Source: an optimization exercise on an open RTL-to-GDS flow (aim: small area, a short achievable clock period and few clock cycles). Production flows keep margins and buffers that such runs may drop. Only simulation tests tie the RTL to the original design; equivalence was not proved. Power is estimated from default activity; no workload was simulated.

**flow/design.v**
```verilog
module alu(
    input [31:0] a,
    input [31:0] b,
    input        sub,       
    input        sra,       
    input        sel_add,
    input        sel_slt,
    input        sel_sltu,
    input        sel_xor,
    input        sel_or,
    input        sel_and,
    input        sel_sll,
    input        sel_srl,
    output [31:0] sum,
    output        eq,
    output        lt,
    output        ltu,
    output [31:0] result
);
    wire [32:0] s = {1'b0, a} + {1'b0, sub ? ~b : b} + {32'd0, sub};
    assign sum = s[31:0];
    assign eq  = (a == b);
    assign ltu = ~s[32];
    assign lt  = (a[31] ^ b[31]) ? a[31] : ltu;
    wire [31:0] shl = a << b[4:0];
    wire [31:0] shr = $signed({sra & a[31], a}) >>> b[4:0];
    assign result = ({32{sel_add}}  & sum)
                  | ({32{sel_slt}}  & {31'd0, lt})
                  | ({32{sel_sltu}} & {31'd0, ltu})
                  | ({32{sel_xor}}  & (a ^ b))
                  | ({32{sel_or}}   & (a | b))
                  | ({32{sel_and}}  & (a & b))
                  | ({32{sel_sll}}  & shl)
                  | ({32{sel_srl}}  & shr);
endmodule
module register_file(
    input clk,
    input reset,
    input [4:0] reg1_address,
    input [4:0] reg2_address,
    input write_enable,
    input [4:0] write_address,
    input [31:0] write_data,
    output [31:0] reg1_data,
    output [31:0] reg2_data
);
    reg [31:0] registers [1:31];
    reg [31:1] valid;
    wire [31:0] valid0 = {valid, 1'b0};
    wire [31:0] r1 = registers[reg1_address];
    wire [31:0] r2 = registers[reg2_address];
    wire byp1 = write_enable && (write_address == reg1_address);
    wire byp2 = write_enable && (write_address == reg2_address);
    assign reg1_data = byp1 ? write_data : (valid0[reg1_address] ? r1 : 32'd0);
    assign reg2_data = byp2 ? write_data : (valid0[reg2_address] ? r2 : 32'd0);
    always @(posedge clk) begin
        if (reset)
            valid <= 31'd0;
        else if (write_enable)
            valid[write_address] <= 1'b1;
    end
    integer i;
    always @(posedge clk) begin
        for (i = 1; i < 32; i = i + 1)
            if (write_enable && write_address == i[4:0])
                registers[i] <= write_data;
    end
endmodule
module cpu (
    input clk,
    input reset,
    output reg [31:0] iaddr,
    input [31:0] idata,
    output reg [31:0] daddr,
    input [31:0] drdata,
    output reg [31:0] dwdata,
    output reg [3:0] dwe
);
    reg [31:0] ex_a, ex_b, ex_c;
    reg        ex_valid;
    reg        ex_we;          
    reg [4:0]  ex_rd;
    reg        ex_load, ex_store, ex_branch, ex_jalr, ex_link;
    reg [2:0]  ex_f3;
    reg        ex_sub, ex_sra;
    reg        ex_sel_add, ex_sel_slt, ex_sel_sltu, ex_sel_xor, ex_sel_or,
               ex_sel_and, ex_sel_sll, ex_sel_srl;
    reg        ex_fa, ex_fb, ex_fc;
    reg        mem_we;
    reg [4:0]  mem_rd;
    reg        mem_load;
    reg [2:0]  mem_f3;
    wire [1:0] ma = daddr[1:0];
    wire [7:0] ld_byte = ma[1] ? (ma[0] ? drdata[31:24] : drdata[23:16])
                               : (ma[0] ? drdata[15:8]  : drdata[7:0]);
    wire [15:0] ld_half = ma[1] ? drdata[31:16] : drdata[15:0];
    wire ld_sign = ~mem_f3[2] & (mem_f3[0] ? ld_half[15] : ld_byte[7]);
    wire [31:0] ld_val = mem_f3[1] ? drdata :
                         mem_f3[0] ? {{16{ld_sign}}, ld_half} :
                                     {{24{ld_sign}}, ld_byte};
    wire [31:0] wb_val = mem_load ? ld_val : daddr;
    wire [31:0] ir = idata;
    wire [6:0] opcode = ir[6:0];
    wire [4:0] rd     = ir[11:7];
    wire [2:0] funct3 = ir[14:12];
    wire [4:0] rs1    = ir[19:15];
    wire [4:0] rs2    = ir[24:20];
    wire       f7b5   = ir[30];
    wire op_lui    = (opcode == 7'b0110111);
    wire op_auipc  = (opcode == 7'b0010111);
    wire op_jal    = (opcode == 7'b1101111);
    wire op_jalr   = (opcode == 7'b1100111);
    wire op_branch = (opcode == 7'b1100011);
    wire op_load   = (opcode == 7'b0000011);
    wire op_store  = (opcode == 7'b0100011);
    wire op_imm    = (opcode == 7'b0010011);
    wire op_reg    = (opcode == 7'b0110011);
    wire [31:0] imm_i = {{20{ir[31]}}, ir[31:20]};
    wire [31:0] imm_s = {{20{ir[31]}}, ir[31:25], ir[11:7]};
    wire [31:0] imm_b = {{19{ir[31]}}, ir[31], ir[7], ir[30:25], ir[11:8], 1'b0};
    wire [31:0] imm_u = {ir[31:12], 12'd0};
    wire [31:0] imm_j = {{11{ir[31]}}, ir[31], ir[19:12], ir[20], ir[30:21], 1'b0};
    wire [31:0] rv1, rv2;
    register_file RF(.clk(clk), .reset(reset),
                     .reg1_address(rs1), .reg2_address(rs2),
                     .write_enable(mem_we), .write_address(mem_rd), .write_data(wb_val),
                     .reg1_data(rv1), .reg2_data(rv2));
    wire [31:0] fd_target = iaddr + (ir[3] ? imm_j : imm_b);
    wire [31:0] pc_plus4 = iaddr + 32'd4;
    wire uses_rs1 = ~(op_lui | op_auipc | op_jal);
    wire uses_rs2 = op_reg | op_store | op_branch;
    wire writes_rd = (op_lui | op_auipc | op_jal | op_jalr | op_load | op_imm | op_reg)
                     & (rd != 5'd0);
    wire load_use = ex_we & ex_load &
                    ((uses_rs1 & (rs1 == ex_rd)) | (uses_rs2 & (rs2 == ex_rd)));
    wire a_is_rs = ~(op_lui | op_auipc);
    wire b_is_rs = op_reg | op_branch;
    wire [31:0] fa = ex_fa ? daddr : ex_a;
    wire [31:0] fb = ex_fb ? daddr : ex_b;
    wire [31:0] fc = ex_fc ? daddr : ex_c;
    wire [31:0] sum, alu_res;
    wire eq, lt, ltu;
    alu A(.a(fa), .b(fb), .sub(ex_sub), .sra(ex_sra),
          .sel_add(ex_sel_add), .sel_slt(ex_sel_slt), .sel_sltu(ex_sel_sltu),
          .sel_xor(ex_sel_xor), .sel_or(ex_sel_or), .sel_and(ex_sel_and),
          .sel_sll(ex_sel_sll), .sel_srl(ex_sel_srl),
          .sum(sum), .eq(eq), .lt(lt), .ltu(ltu), .result(alu_res));
    wire cond = (ex_f3[2] ? (ex_f3[1] ? ltu : lt) : eq) ^ ex_f3[0];
    wire ex_redirect = ex_valid & (ex_jalr | (ex_branch & cond));
    wire [31:0] ex_target = ex_jalr ? {sum[31:1], 1'b0} : ex_c;
    wire [31:0] ex_res = ex_link ? ex_c : alu_res;
    wire [3:0] st_mask = ex_f3[1] ? 4'b1111 :
                         ex_f3[0] ? (sum[1] ? 4'b1100 : 4'b0011) :
                         (4'b0001 << sum[1:0]);
    wire [31:0] st_data = ex_f3[1] ? fc :
                          ex_f3[0] ? {2{fc[15:0]}} : {4{fc[7:0]}};
    always @(posedge clk) begin
        if (reset)
            iaddr <= 32'd0;
        else if (ex_redirect)
            iaddr <= ex_target;
        else if (load_use)
            iaddr <= iaddr;
        else if (op_jal)
            iaddr <= fd_target;
        else
            iaddr <= pc_plus4;
    end
    wire issue = ~reset & ~ex_redirect & ~load_use;
    always @(posedge clk) begin
        ex_valid <= issue;
        ex_we    <= issue & writes_rd;
        ex_rd    <= rd;
        ex_load  <= op_load;
        ex_store <= op_store;
        ex_branch <= op_branch;
        ex_jalr  <= op_jalr;
        ex_link  <= op_jal | op_jalr;
        ex_f3    <= funct3;
        ex_sub   <= op_branch | (op_reg & f7b5 & (funct3 == 3'b000)) |
                    ((op_reg | op_imm) & (funct3 == 3'b010 || funct3 == 3'b011));
        ex_sra   <= f7b5;
        ex_sel_add  <= op_lui | op_auipc | op_load | op_store |
                       ((op_reg | op_imm) & (funct3 == 3'b000));
        ex_sel_slt  <= (op_reg | op_imm) & (funct3 == 3'b010);
        ex_sel_sltu <= (op_reg | op_imm) & (funct3 == 3'b011);
        ex_sel_xor  <= (op_reg | op_imm) & (funct3 == 3'b100);
        ex_sel_or   <= (op_reg | op_imm) & (funct3 == 3'b110);
        ex_sel_and  <= (op_reg | op_imm) & (funct3 == 3'b111);
        ex_sel_sll  <= (op_reg | op_imm) & (funct3 == 3'b001);
        ex_sel_srl  <= (op_reg | op_imm) & (funct3 == 3'b101);
        ex_a <= op_auipc ? iaddr : op_lui ? 32'd0 : rv1;
        ex_b <= b_is_rs ? rv2 : op_store ? imm_s : (op_lui | op_auipc) ? imm_u : imm_i;
        ex_c <= op_store ? rv2 : op_branch ? fd_target : pc_plus4;
        ex_fa <= a_is_rs & ex_we & (ex_rd == rs1);
        ex_fb <= b_is_rs & ex_we & (ex_rd == rs2);
        ex_fc <= op_store & ex_we & (ex_rd == rs2);
    end
    always @(posedge clk) begin
        daddr    <= ex_res;
        dwdata   <= st_data;
        dwe      <= (~reset & ex_valid & ex_store) ? st_mask : 4'b0000;
        mem_we   <= ~reset & ex_we;
        mem_rd   <= ex_rd;
        mem_load <= ex_load;
        mem_f3   <= ex_f3;
    end
endmodule
```
**flow/run.sh**
```bash
#!/bin/bash
# synth_recipe.tcl (not shown) runs the flow's synth.tcl, then flattens the netlist and writes it again
# the make line also repeats each setting of config.mk as NAME=value (left out here)
make -C /OpenROAD-flow-scripts/flow DESIGN_CONFIG=/design/flow/config.mk WORK_HOME=/design/flow/orfs CLKGATE_MAP_FILE= SYNTH_SCRIPT=/design/flow/synth_recipe.tcl finish
```
**flow/config.mk**
```make
export PLATFORM = sky130hd
export DESIGN_NAME = cpu
export DESIGN_NICKNAME = cpu
export VERILOG_FILES = /design/flow/design.v
export SDC_FILE = /design/flow/constraint.sdc
export NUM_CORES = 4
export LEC_CHECK = 0
export CAP_MARGIN = 20
export CORE_MARGIN = 2
export CORE_UTILIZATION = 40
export PLACE_DENSITY = 0.6
export SLEW_MARGIN = 20
```
**flow/constraint.sdc**
```tcl
create_clock -name core_clock -period 11.0 [get_ports {clk}]
set_input_delay 2.2000 -clock core_clock [delete_from_list [all_inputs] [get_ports {clk}]]
set_output_delay 2.2000 -clock core_clock [all_outputs]
set_load 0.01 [all_outputs]
```
==> summary.txt <==
- The static power due to leakage is ~23 nW.
- The total negative slack is 0 ns.
- Counting flops and latches in the post-synthesis netlist gives between 1k and 1.5k.
- After detailed routing, the number of vias per cell comes to 7.53.
- The final routed DRC violation total is 0.
- The synthesized-area fraction occupied by ao, oa, aoi and oai cells is 0.213.
- The kind of end point of the critical path is a flip-flop.
- The worst min-delay path class is reg -> reg.
- Of the total power, the share spent switching nets is 0.257.
- The share of the cycle needed by the critical path after routing is 0.636.
- Derived from the worst setup path, the maximum achievable clock frequency is around 140 MHz.
- Once the clock tree was built, the resizer swapped 0 gates to a different size.
- The register-to-register setup slack is 5.21 ns.
- The die outline height is roughly 400 µm.
- The number of placed instances, taps included, is slightly below 8k.
- The number of input and output port buffers inserted is around 170.
- The sum of met2 wire segment lengths after detailed routing is between 100 and 150 mm.
- On the worst path, the slowest cell contributes a delay of approximately 1.1 ns.
- Yosys instantiated no cell more often than edfxtp_1.
- The clock network latency to the later pin of the worst-skew pair is 0.84 ns.
- Measured in cells, the most critical reg-to-reg path has a length of 14.
- The routability-driven placement congestion ratio is between 1 and 1.5.
- The setup path with the least slack is of type in -> reg.
- The area growth from synthesis to layout is 14.8%.
- The placeable core region is between 150000 and 200000 µm².
- The number of enable flip-flop cells after synthesis is just under 1k.
- In the global route stage, overall resource usage came out at 0.402.
- After clock tree synthesis, the clock-pin slew on the worst setup and hold paths is 0.06 ns.
- For this configuration, the core starts out at a cell density of 0.403.
- Setup repair after global routing left no endpoint under its margin.
- The detailed-placement wirelength estimate is 214 mm.
- The number of DRC violations after detailed-routing iteration 0 is 13.6k.
- In the final routed layout, each cell accounts on average for approximately 43 µm.
- The flow ran to the end and the layout has no timing, DRC or antenna violations.
- The nature of the critical path startpoint is a primary input.
- After floorplanning, the core was divided into 146 placement rows.
- The worst slew slack as a fraction of its limit is 0.0589.
- The count of warnings emitted by yosys is 35.
- The H-tree was split into 4 levels.
- The cell-internal power is approximately 8.0 mW.
- In this run the post-CTS setup repair buffer count came out at 0.
- The combinational family with the most area after synthesis is compound AO/OA/AOI/OAI gates.
- The horizontal die dimension is around 400 µm.
- The fraction of synthesized area in multiplexers is 0.0460.
- In this run the remaining antenna-violating nets after routing total 0.
- The number of sinks handled by clock tree synthesis is around 1.3k.
- The number of global-route vias before repair came to between 50k and 60k.
- The maximum number of pins on one net before global-route repair is around 70.
- The aggregate global routing overflow is 0.
- The total wire length after detailed routing is around 340 mm.
- The first-pass GRT wire length is between 400 and 500 mm.
- TritonCTS built the clock tree.
- The layout filler cell count is about 14k.
- Of the total synthesized cell area, the portion taken by XOR and XNOR cells is 0.0189.
- The worst register-to-register path ends at iaddr[17].
- The gate family responsible for the most delay along the worst path is simple AND/OR/NAND/NOR gates.
- Of the total power, combinational logic draws 0.085.
- The clock tree root driver cell is clkbuf_16.
- By area the synthesized netlist is led by edfxtp_1 (47%), dfxtp_1 (8.3%), a22oi_1 (7.2%).
- The count of maximum capacitance violations is 0.
- At the pin with the least slew margin, the transition time is 1.40 ns.
- The shortest period the worst path allows is ~7 ns.
- Setup violations remaining at the end of the flow were counted as 0.
- The number of max-slew violations in the final report is 0.
- On the final layout, the worst clock skew is around 0.074 ns.
- Summing every instance area after synthesis gives between 60000 and 70000 µm².
- The final instance count without filler cells is between 7k and 8k.
- The routed length on met1 is between 100 and 150 mm.
- The share of synthesized area in the top cell type comes to 0.466.
- The arrival time of data at the critical path endpoint is between 7 and 8 ns.
- The initial antenna violation count was 28.
- The required time at the endpoint of the critical path is 11.67 ns.
- The critical path goes through clkdlybuf4s50_1, nand3b_1, nor2_4, buf_4, a22oi_1, and3_1, nand4_1, nor3_1, nor4_1, a21oi_1, o21ai_0.
- The simple logic cell fraction of the synthesized area is 0.108.
- The cell type contributing the most total cell area after synthesis is edfxtp_1.
- The hold violation count in the final report came to 0.
- Each instance of the synthesized netlist takes up on average ~11 µm².
- The detailed-routing iteration count for the pre-antenna-repair pass is 17.
- The async set or reset register ratio after synthesis is 0.
- Of the total power, the clock network draws 0.437.
- The area enclosed by the die boundary is about 160000 µm².
- In this run the worst setup path terminates at ex_c[17].
- The clock passes through at most 3 buffers.
- The ratio of cells with drive above 1 in the final layout is 0.112.
- In the final design database the tool counted about 6.0k nets.
- The TritonCTS buffer count is roughly 130.
- The peak supply drop is 166 µV.
- The share of total power dissipated in sequential elements is 0.478.
- The highest net fanout along the worst path is 19.
- In this run the critical register-to-register path is launched from ex_fb.
- The cell with the largest stage delay on the worst path is clkdlybuf4s50_1.
- The routed layout has roughly 60k vias.
- After detailed routing, the met3 layer carries roughly 58 mm of wire.
- For this run, the register share of the synthesized area comes to 0.549.
- The synthesized netlist cell count is 5687.
- Together, buffers and inverters on the worst path number 2.
- The commonest cells after synthesis are edfxtp_1 (992), a22oi_1 (617), nor2_1 (459).
- The switching power is about 2.8 mW.
- The number of cells on the critical path is 11.
- Dividing total power by cell area gives a power density of approximately 150 nW/µm².
- The synthesized net count is 5894.
- Of the total synthesized cell area, the portion taken by full adders, half adders and majority gates is 0.0278.
- The topmost layer with routed signal wires is met5.
- The number of unique standard cell types used by synthesis is 100.
- In this run the count of I/O pins placed on the die edge is 166.
- The worst setup path startpoint is idata[22].
- The most frequently used flop master after synthesis is edfxtp_1.
- The number of buffers added to fix hold violations after cts is 0.
[worst reg2reg max path, stage by stage (launching register included)]
cell and delay (ns):
dfxtp_2 0.31, buf_4 0.59, mux2i_1 1.05, xnor2_1 0.19, ha_1 0.43, o21ai_0 0.14, a22oi_1 0.23, a31oi_1 0.18
nor4_2 0.37, o31ai_4 0.17, a21o_2 0.26, a211oi_4 0.76, buf_4 0.50, a211oi_1 0.21, a211oi_1 0.27
[worst min path at each step]
stage | start | cells past startpoint | end | slack (ns)
finish | ex_rd[3] | 0 | mem_rd[3] | 0.41
global route | ex_rd[3] | 0 | mem_rd[3] | 0.42
CTS | ex_rd[3] | 0 | mem_rd[3] | 0.41
detailed placement | ex_rd[3] | 0 | mem_rd[3] | 0.39
global placement | ex_rd[3] | 0 | mem_rd[3] | 0.39
floorplan | ex_f3[0] | 0 | mem_f3[0] | 0.33
[cell usage in the layout, fill, tap and decap left out, types with 25 or more instances in the layout]
cell type        Yosys  final
a211oi_1            75     75
a21oi_1            433    404
a21oi_2              2     31
a221oi_1           145    145
a222oi_1            71     71
a22o_1             120    120
a22oi_1            617    617
and4_1              25     25
buf_4                5    214
clkbuf_1           240     31
clkbuf_16            0    136
clkdlybuf4s50_1      0    164
dfxtp_1            265    260
edfxtp_1           992    992
ha_1               139    139
inv_1              121    121
mux2_2              35     35
mux2i_1            182    178
nand2_1            290    290
nand2b_1            50     50
nand3_1            112    110
nand3b_1            36     36
nand4_1            143    143
nor2_1             459    370
nor2_4               0     89
nor3_1              70     69
nor4_1              98     98
o211ai_1            65     65
o21ai_0            170    170
or3_1               28     28
xnor2_1             92     92
xor2_1              46     46
[per-stage QoR]
stage / setup slack (ns) / instance area (µm²) / hold WS [ns] / util / power (mW)
floorplan: 5.56 / 63900 / 0.329 / - / 5.74
global placement: 3.97 / 68800 / 0.388 / 0.434 / 6.13
detailed placement: 3.99 / 68800 / 0.390 / 0.434 / 6.13
CTS: 4.81 / 73300 / 0.408 / 0.463 / 10.7
global route: 4.40 / 73300 / 0.417 / 0.463 / 11.0
finish: 4.00 / 73400 / 0.409 / 0.463 / 10.8
[area by class of cell]
type                            count  area (µm²)  share of cell area
Sequential cell                  1257       35100               0.478
Antenna cell                       14        35.0            0.000477
Tap cell                         2072        2590              0.0353
Clock inverter                     71         915              0.0125
Inverter                          126         473             0.00645
Timing Repair Buffer              380        3270              0.0446
Multi-Input combinational cell   3864       27400               0.373
Clock buffer                      176        3640              0.0497
[sequential cells by signal, indices dropped and copies added (netlist names), 3 cells and up]
register      flops
ex_a             32
dwdata           32
ex_b             32
ex_f3             3
ex_rd             5
daddr            32
dwe               4
RF.valid         31
mem_rd            5
RF.registers    992
mem_f3            3
iaddr            32
ex_c             32
[power by group through the flow]
stage / clock network [mW] / logic [mW] / registers [mW]
floorplan: 0 / 0.492 / 5.25
global placement: 0 / 0.859 / 5.27
detailed placement: 0 / 0.861 / 5.27
CTS: 4.71 / 0.864 / 5.17
global route: 4.90 / 0.941 / 5.17
finish: 4.73 / 0.922 / 5.17
[routing by layer]
layer  GRT usage  vias up
met5     0.00922        -
met4       0.273       31
met3       0.177     1856
met2       0.547     6604
met1       0.510    28706
li1            -    22742
[kinds of logic after synthesis]
| family | after synthesis |
|---|---|
| AO/OA/AOI/OAI | 1929 |
| multiplexers | 251 |
| AND/OR/NAND/NOR | 1405 |
| flip-flops | 1257 |
| adder cells (fa/ha/maj) | 141 |
| XOR/XNOR | 138 |
| buffers and inverters | 566 |
Testbench counts, summed over its fixed seeds: cycles 69,023.

[re-timing with driven ports]
Ports are ideal in the flow. The routed layout listed here was re-timed in OpenROAD.
Step 1 (the two cells are an assumption about what drives the block):
set clk [get_ports {clk}]
set_driving_cell -lib_cell sky130_fd_sc_hd__clkbuf_16 $clk
set_driving_cell -lib_cell sky130_fd_sc_hd__buf_2 [delete_from_list [all_inputs] $clk]
Step 2, shift: input delay + t, output delay - t, t = (earliest + latest rising clock arrival at the registers) / 2. This alone moves slack from input paths to output paths.
Three values: ideal, step 1, step 2; two values: the first two.
shift t [ns]: 0.879
slack for setup (ns): 4.004 / 4.061 / 3.182
worst setup path at the end: input to register
latest minus earliest clock arrival (ns): 0.073 / 0.074
After both steps this run still meets setup and hold. The setup slack of this run moves by +0.057 ns with the drivers and by -0.822 ns with both steps.
